This design comes from an exercise in tuning for small area, a short achievable clock period and few clock cycles per item on the open sky130 flow, not from production work.
RTL that was checked went through simulation tests only; none was proved equivalent to the original.
Power and IR drop assume default switching activity.

== run 1 ==
// mod
module mod(
	input [31:0] A,
	input [31:0] B,
	input clk,
	input reset,
	output [31:0] Result,
	output done
);
For scale: ~640 cells after synthesis, ~71 flip-flops, ~5500 sq um of cells after synthesis.
Settings: LEC_CHECK=0, CAP_MARGIN=20, CORE_MARGIN=2, CORE_UTILIZATION=40, CTS_BUF_LIST=sky130_fd_sc_hd__clkbuf_8, SLEW_MARGIN=20; clock period 4.5 ns.
run.sh (not shown) runs the stock make flow with config.mk's settings and CLKGATE_MAP_FILE= SYNTH_SCRIPT=/design/flow/synth_recipe.tcl, a recipe that flattens the netlist after the stock synthesis.
Run 1 completed every stage of the flow, and the final layout passed the timing, design-rule and antenna checks.
Testbench counts of run 1, summed over its fixed seeds: cycles 6,090, items 720.
Input changes introduced in run 2 (baseline for comparison: run 1):
Settings: putting SETUP_SLACK_MARGIN at 1.0 where nothing was set.
==> flow/flow/run.sh (new file) <==
#!/bin/bash
# The standard layout, with the smallest buffer on each port instead of the
# delay cell buffer_ports picks by default.
set -euo pipefail
export BUFFER_PORTS_ARGS="-buffer_cell sky130_fd_sc_hd__buf_1"
bash standard.sh finish > standard.log 2>&1
==> flow/standard.sh (new file) <==
#!/bin/bash
# synth_recipe.tcl (not shown) runs the flow's synth.tcl, then flattens the netlist and writes it again
# the make line also repeats each setting of config.mk as NAME=value (left out here)
make -C /OpenROAD-flow-scripts/flow DESIGN_CONFIG=/design/flow/config.mk WORK_HOME=/design/flow/orfs CLKGATE_MAP_FILE= SYNTH_SCRIPT=/design/flow/synth_recipe.tcl "${@:-finish}"
removed: flow/run.sh
Notes after the runs:
- Global-route wire length before repair: run 2 vs run 1, no meaningful difference
- Number of nets in the finished design (higher): run 2
- Compared with run 1, in run 2 clock network power share has decreased; ratio of final minimum period to clock period has decreased; total power has decreased.
- Compared with run 1, run 2 degrades routed wire length.
- Of run 2 and run 1, the lower clock-buffer cell count belongs to run 2.
For run 3, these inputs were changed with respect to run 2:
Settings: CTS_BUF_LIST: sky130_fd_sc_hd__clkbuf_8 -> unset.
==> flow/run.sh (new file) <==
#!/bin/bash
# synth_recipe.tcl (not shown) runs the flow's synth.tcl, then flattens the netlist and writes it again
# the make line also repeats each setting of config.mk as NAME=value (left out here)
make -C /OpenROAD-flow-scripts/flow DESIGN_CONFIG=/design/flow/config.mk WORK_HOME=/design/flow/orfs CLKGATE_MAP_FILE= SYNTH_SCRIPT=/design/flow/synth_recipe.tcl finish
removed: flow/flow/run.sh
removed: flow/standard.sh
Notes after the runs:
- The lower filler cell count came out of run 3.
- ~same xor and xnor fraction of the mapped netlist area in run 3 and run 2
- Compared with run 2, run 3 shows area overhead of the layout relative to synthesis higher by 10 points.
For run 4, these inputs were changed with respect to run 3:
Settings: CTS_BUF_LIST now sky130_fd_sc_hd__clkbuf_8, previously not set; CORE_UTILIZATION now 60, was 40.
==> flow/flow/run.sh (new file) <==
#!/bin/bash
# The standard layout, with the smallest buffer on each port instead of the
# delay cell buffer_ports picks by default.
set -euo pipefail
export BUFFER_PORTS_ARGS="-buffer_cell sky130_fd_sc_hd__buf_1"
bash standard.sh finish > standard.log 2>&1
==> flow/standard.sh (new file) <==
#!/bin/bash
# synth_recipe.tcl (not shown) runs the flow's synth.tcl, then flattens the netlist and writes it again
# the make line also repeats each setting of config.mk as NAME=value (left out here)
make -C /OpenROAD-flow-scripts/flow DESIGN_CONFIG=/design/flow/config.mk WORK_HOME=/design/flow/orfs CLKGATE_MAP_FILE= SYNTH_SCRIPT=/design/flow/synth_recipe.tcl "${@:-finish}"
removed: flow/run.sh
Notes after the runs:
- Across run 4 and run 3, none had a timing, DRC or antenna violation.
- The worst slack on hold paths of run 4 exceeds that of run 3 by 0.022 ns.
- Compared to run 3, run 4 has buffer and inverter count on the worst path 1 higher.
- Register share of the cell area (lower): run 3

* * *

oak:
mod again, from the RTL that the note above started with.
Settings: LEC_CHECK=0, CAP_MARGIN=20, CORE_MARGIN=2, CORE_UTILIZATION=40, SETUP_SLACK_MARGIN=1.6, SLEW_MARGIN=20; clock period 4.5 ns.
Stock flow here: none of the scripts above is used.
Testbench counts of oak, summed over its fixed seeds: cycles 6,090, items 720.
#### Input delta (pine over oak)
# oak
export LEC_CHECK = 0
export CAP_MARGIN = 20
export CORE_MARGIN = 2
export CORE_UTILIZATION = 40
export SETUP_SLACK_MARGIN = 1.6
export SLEW_MARGIN = 20
create_clock -name core_clock -period 4.5 [get_ports {clk}]
# pine
export LEC_CHECK = 0
export CAP_MARGIN = 20
export CORE_MARGIN = 2
export CORE_UTILIZATION = 40
export SLEW_MARGIN = 20
create_clock -name core_clock -period 4.5 [get_ports {clk}]
On total detailed-routing wirelength, oak loses to pine. Average wire per standard cell (lower): pine. Going from oak to pine, the global-route wire length before repair was found to have gone down by about 3.5%. In pine relative to oak, total of plain and repair buffers excluding clock buffers had gone down by more than a quarter. pine ended up with a lower combinational share of power than oak did. Taking oak as the reference, in pine layout cell share with drive strength beyond 1 saw a decrease, worst-path maximum fanout saw an increase. Routing usage on met1 is lower on pine. In the flow results for pine and oak, the maximum VDD drop is smaller on pine.
The inputs of birch differ from those of pine as listed below.
# pine
export LEC_CHECK = 0
export CAP_MARGIN = 20
export CORE_MARGIN = 2
export CORE_UTILIZATION = 40
export SLEW_MARGIN = 20
create_clock -name core_clock -period 4.5 [get_ports {clk}]
# birch
export LEC_CHECK = 0
export CAP_MARGIN = 20
export CORE_MARGIN = 2
export CORE_UTILIZATION = 40
export CTS_BUF_LIST = sky130_fd_sc_hd__clkbuf_8
export SETUP_SLACK_MARGIN = 1.2
export SLEW_MARGIN = 20
export TNS_END_PERCENT = 0
create_clock -name core_clock -period 4.5 [get_ports {clk}]
==> flow/flow/run.sh (new file) <==
#!/bin/bash
# The standard layout, with the smallest buffer on each port instead of the
# delay cell buffer_ports picks by default.
set -euo pipefail
export BUFFER_PORTS_ARGS="-buffer_cell sky130_fd_sc_hd__buf_1"
bash standard.sh finish > standard.log 2>&1
==> flow/standard.sh (new file) <==
#!/bin/bash
# synth_recipe.tcl (not shown) runs the flow's synth.tcl, then flattens the netlist and writes it again
# the make line also repeats each setting of config.mk as NAME=value (left out here)
make -C /OpenROAD-flow-scripts/flow DESIGN_CONFIG=/design/flow/config.mk WORK_HOME=/design/flow/orfs CLKGATE_MAP_FILE= SYNTH_SCRIPT=/design/flow/synth_recipe.tcl "${@:-finish}"
removed: flow/run.sh
--- outcome ---
- birch has count of buffering cells on the critical path with inverters included below what pine had.
- birch vs. pine: clock group share of total power shows a reduction of 3.4 points, non-clock buffer area fraction after layout went down by 5.1 points, power of the sequential group ~0 delta, final weighted congestion of routability-driven global placement went up by 0.0097.

* * *

== v6 ==
The RTL this note starts from:
==> flow/design.v <==
module mod_cu (
	input clk,
	input reset,
	input fit1,
	input fit3,
	input last,
	output reg busy,
	output reg p1
);
always @(posedge clk) begin
	if (reset) begin
		busy <= 1'b1;
		p1 <= 1'b1;
	end else if (busy) begin
		if (!(p1 & fit1)) begin
			p1 <= 1'b0;
			if (last)
				busy <= 1'b0;
		end
	end
end
endmodule
module mod_dp (
	input clk,
	input reset,
	input [31:0] A,
	input [31:0] B,
	input busy,
	input p1,
	output fit1,
	output fit3,
	output last,
	output [31:0] R
);
	reg [31:0] r, d;
	reg [4:0] cnt;
	wire [31:0] s;
	genvar i;
	generate
		for (i = 0; i < 32; i = i + 1) begin : g_s
			assign s[i] = |r[31:i];
		end
	endgenerate
	assign fit1 = ~d[31] & ~|(d[30:0] & ~s[31:1]);
	assign fit3 = ~|d[31:29] & ~|(d[28:0] & ~s[31:3]);
	assign last = (cnt == 5'd0);
	wire [31:0] diff = r - d;
	wire [31:0] g0 = r & ~d;
	wire [31:0] e0 = ~(r ^ d);
	wire [15:0] g1, e1;
	wire [7:0] g2, e2;
	wire [3:0] g3, e3;
	wire [1:0] g4, e4;
	generate
		for (i = 0; i < 16; i = i + 1) begin : g_c1
			assign g1[i] = g0[2*i+1] | (e0[2*i+1] & g0[2*i]);
			assign e1[i] = e0[2*i+1] & e0[2*i];
		end
		for (i = 0; i < 8; i = i + 1) begin : g_c2
			assign g2[i] = g1[2*i+1] | (e1[2*i+1] & g1[2*i]);
			assign e2[i] = e1[2*i+1] & e1[2*i];
		end
		for (i = 0; i < 4; i = i + 1) begin : g_c3
			assign g3[i] = g2[2*i+1] | (e2[2*i+1] & g2[2*i]);
			assign e3[i] = e2[2*i+1] & e2[2*i];
		end
		for (i = 0; i < 2; i = i + 1) begin : g_c4
			assign g4[i] = g3[2*i+1] | (e3[2*i+1] & g3[2*i]);
			assign e4[i] = e3[2*i+1] & e3[2*i];
		end
	endgenerate
	wire ge = g4[1] | (e4[1] & (g4[0] | e4[0]));
	wire sh3 = p1 & fit3;
	wire sh1 = p1 & fit1;
	always @(posedge clk) begin
		if (reset) begin
			d <= B;
			cnt <= 5'd0;
		end else if (sh3) begin
			d <= {d[28:0], 3'b000};
			cnt <= cnt + 5'd3;
		end else if (sh1) begin
			d <= {d[30:0], 1'b0};
			cnt <= cnt + 5'd1;
		end else begin
			d <= {1'b0, d[31:1]};
			cnt <= cnt - 5'd1;
		end
	end
	always @(posedge clk) begin
		if (reset)
			r <= A;
		else if (busy & ~sh1 & ge)
			r <= diff;
	end
	assign R = r;
endmodule
module mod(
	input [31:0] A,
	input [31:0] B,
	input clk,
	input reset,
	output [31:0] Result,
	output done
);
	wire busy, p1, fit1, fit3, ge, last;
	mod_cu io(.clk(clk), .reset(reset), .fit1(fit1), .fit3(fit3), .last(last),
	          .busy(busy), .p1(p1));
	mod_dp i1(.clk(clk), .reset(reset), .A(A), .B(B), .busy(busy), .p1(p1),
	          .fit1(fit1), .fit3(fit3), .last(last), .R(Result));
	assign done = ~busy;
endmodule
==> flow/config.mk <==
export PLATFORM = sky130hd
export DESIGN_NAME = mod
export DESIGN_NICKNAME = mod
export VERILOG_FILES = /design/flow/design.v
export SDC_FILE = /design/flow/constraint.sdc
export NUM_CORES = 4
export LEC_CHECK = 0
export CAP_MARGIN = 20
export CORE_MARGIN = 2
export CORE_UTILIZATION = 40
export CTS_BUF_LIST = sky130_fd_sc_hd__clkbuf_8
export SETUP_SLACK_MARGIN = 2.0
export SLEW_MARGIN = 20
==> flow/constraint.sdc <==
create_clock -name core_clock -period 4.5 [get_ports {clk}]
set_input_delay 0.9000 -clock core_clock [delete_from_list [all_inputs] [get_ports {clk}]]
set_output_delay 0.9000 -clock core_clock [all_outputs]
set_load 0.01 [all_outputs]
standard.sh (not shown) runs the stock make flow with config.mk's settings and CLKGATE_MAP_FILE= SYNTH_SCRIPT=/design/flow/synth_recipe.tcl, a recipe that flattens the netlist after the stock synthesis.
==> flow/flow/run.sh <==
#!/bin/bash
# The standard layout, with the smallest buffer on each port instead of the
# delay cell buffer_ports picks by default.
set -euo pipefail
export BUFFER_PORTS_ARGS="-buffer_cell sky130_fd_sc_hd__buf_1"
bash standard.sh finish > standard.log 2>&1
Per the final summary, v6 finished and its layout is clean on timing, DRC and antenna.
For v19, these inputs were changed with respect to v6:
-- flow/config.mk --
<<< v6, line 12
export SETUP_SLACK_MARGIN = 2.0
>>> v19, line 12
export SETUP_SLACK_MARGIN = 1.0
Notes after the runs:
- Compared with v6, in v19 final worst-path setup slack -0.079 ns; instance count after placement with tap cells included ~0 delta; area used by multi-input combinational logic -about 13%; count of filler cells inserted in the layout +about 9%; global-route usage -1.0 points.
Function was not checked in any run of this note: the RTL went through the layout flow alone.

[re-timing with driven ports]
No port has a modelled driver above. Below, the same layouts with a new extraction and two added sets of constraints. Step 1, drivers: a clkbuf_16 drives clk and a buf_2 each remaining input, both assumed. Step 2 adds t to the input delays and takes it off the output delays; t is the mean of the earliest and latest rising clock arrival at the registers after step 1. Input paths then give back, and output paths get back, about the clock's delay inside the block. Slacks: no drivers / after step 1 / after step 2; pairs: no drivers / after step 1.
run | t (ns) | slack for setup (ns) | latest minus earliest clock arrival (ns) | pins driven straight from the clock port
run 1 | 0.407 | 0.790 / 0.790 / 0.790 | 0.016 / 0.017 | 1
run 2 | 0.423 | 1.081 / 1.081 / 1.081 | 0.014 / 0.014 | 1
run 3 | 0.390 | 1.152 / 1.152 / 1.152 | 0.011 / 0.010 | 1
run 4 | 0.391 | 1.083 / 1.083 / 1.083 | 0.017 / 0.018 | 1
oak | 0.385 | 1.180 / 1.180 / 1.180 | 0.009 / 0.010 | 1
pine | 0.385 | 0.793 / 0.793 / 0.793 | 0.009 / 0.009 | 1
birch | 0.418 | 1.199 / 1.199 / 1.199 | 0.013 / 0.013 | 1
v6 | 0.409 | 1.190 / 1.190 / 1.190 | 0.009 / 0.009 | 1
v19 | 0.406 | 1.111 / 1.111 / 1.111 | 0.015 / 0.016 | 1
After both steps every run listed still meets setup and hold.
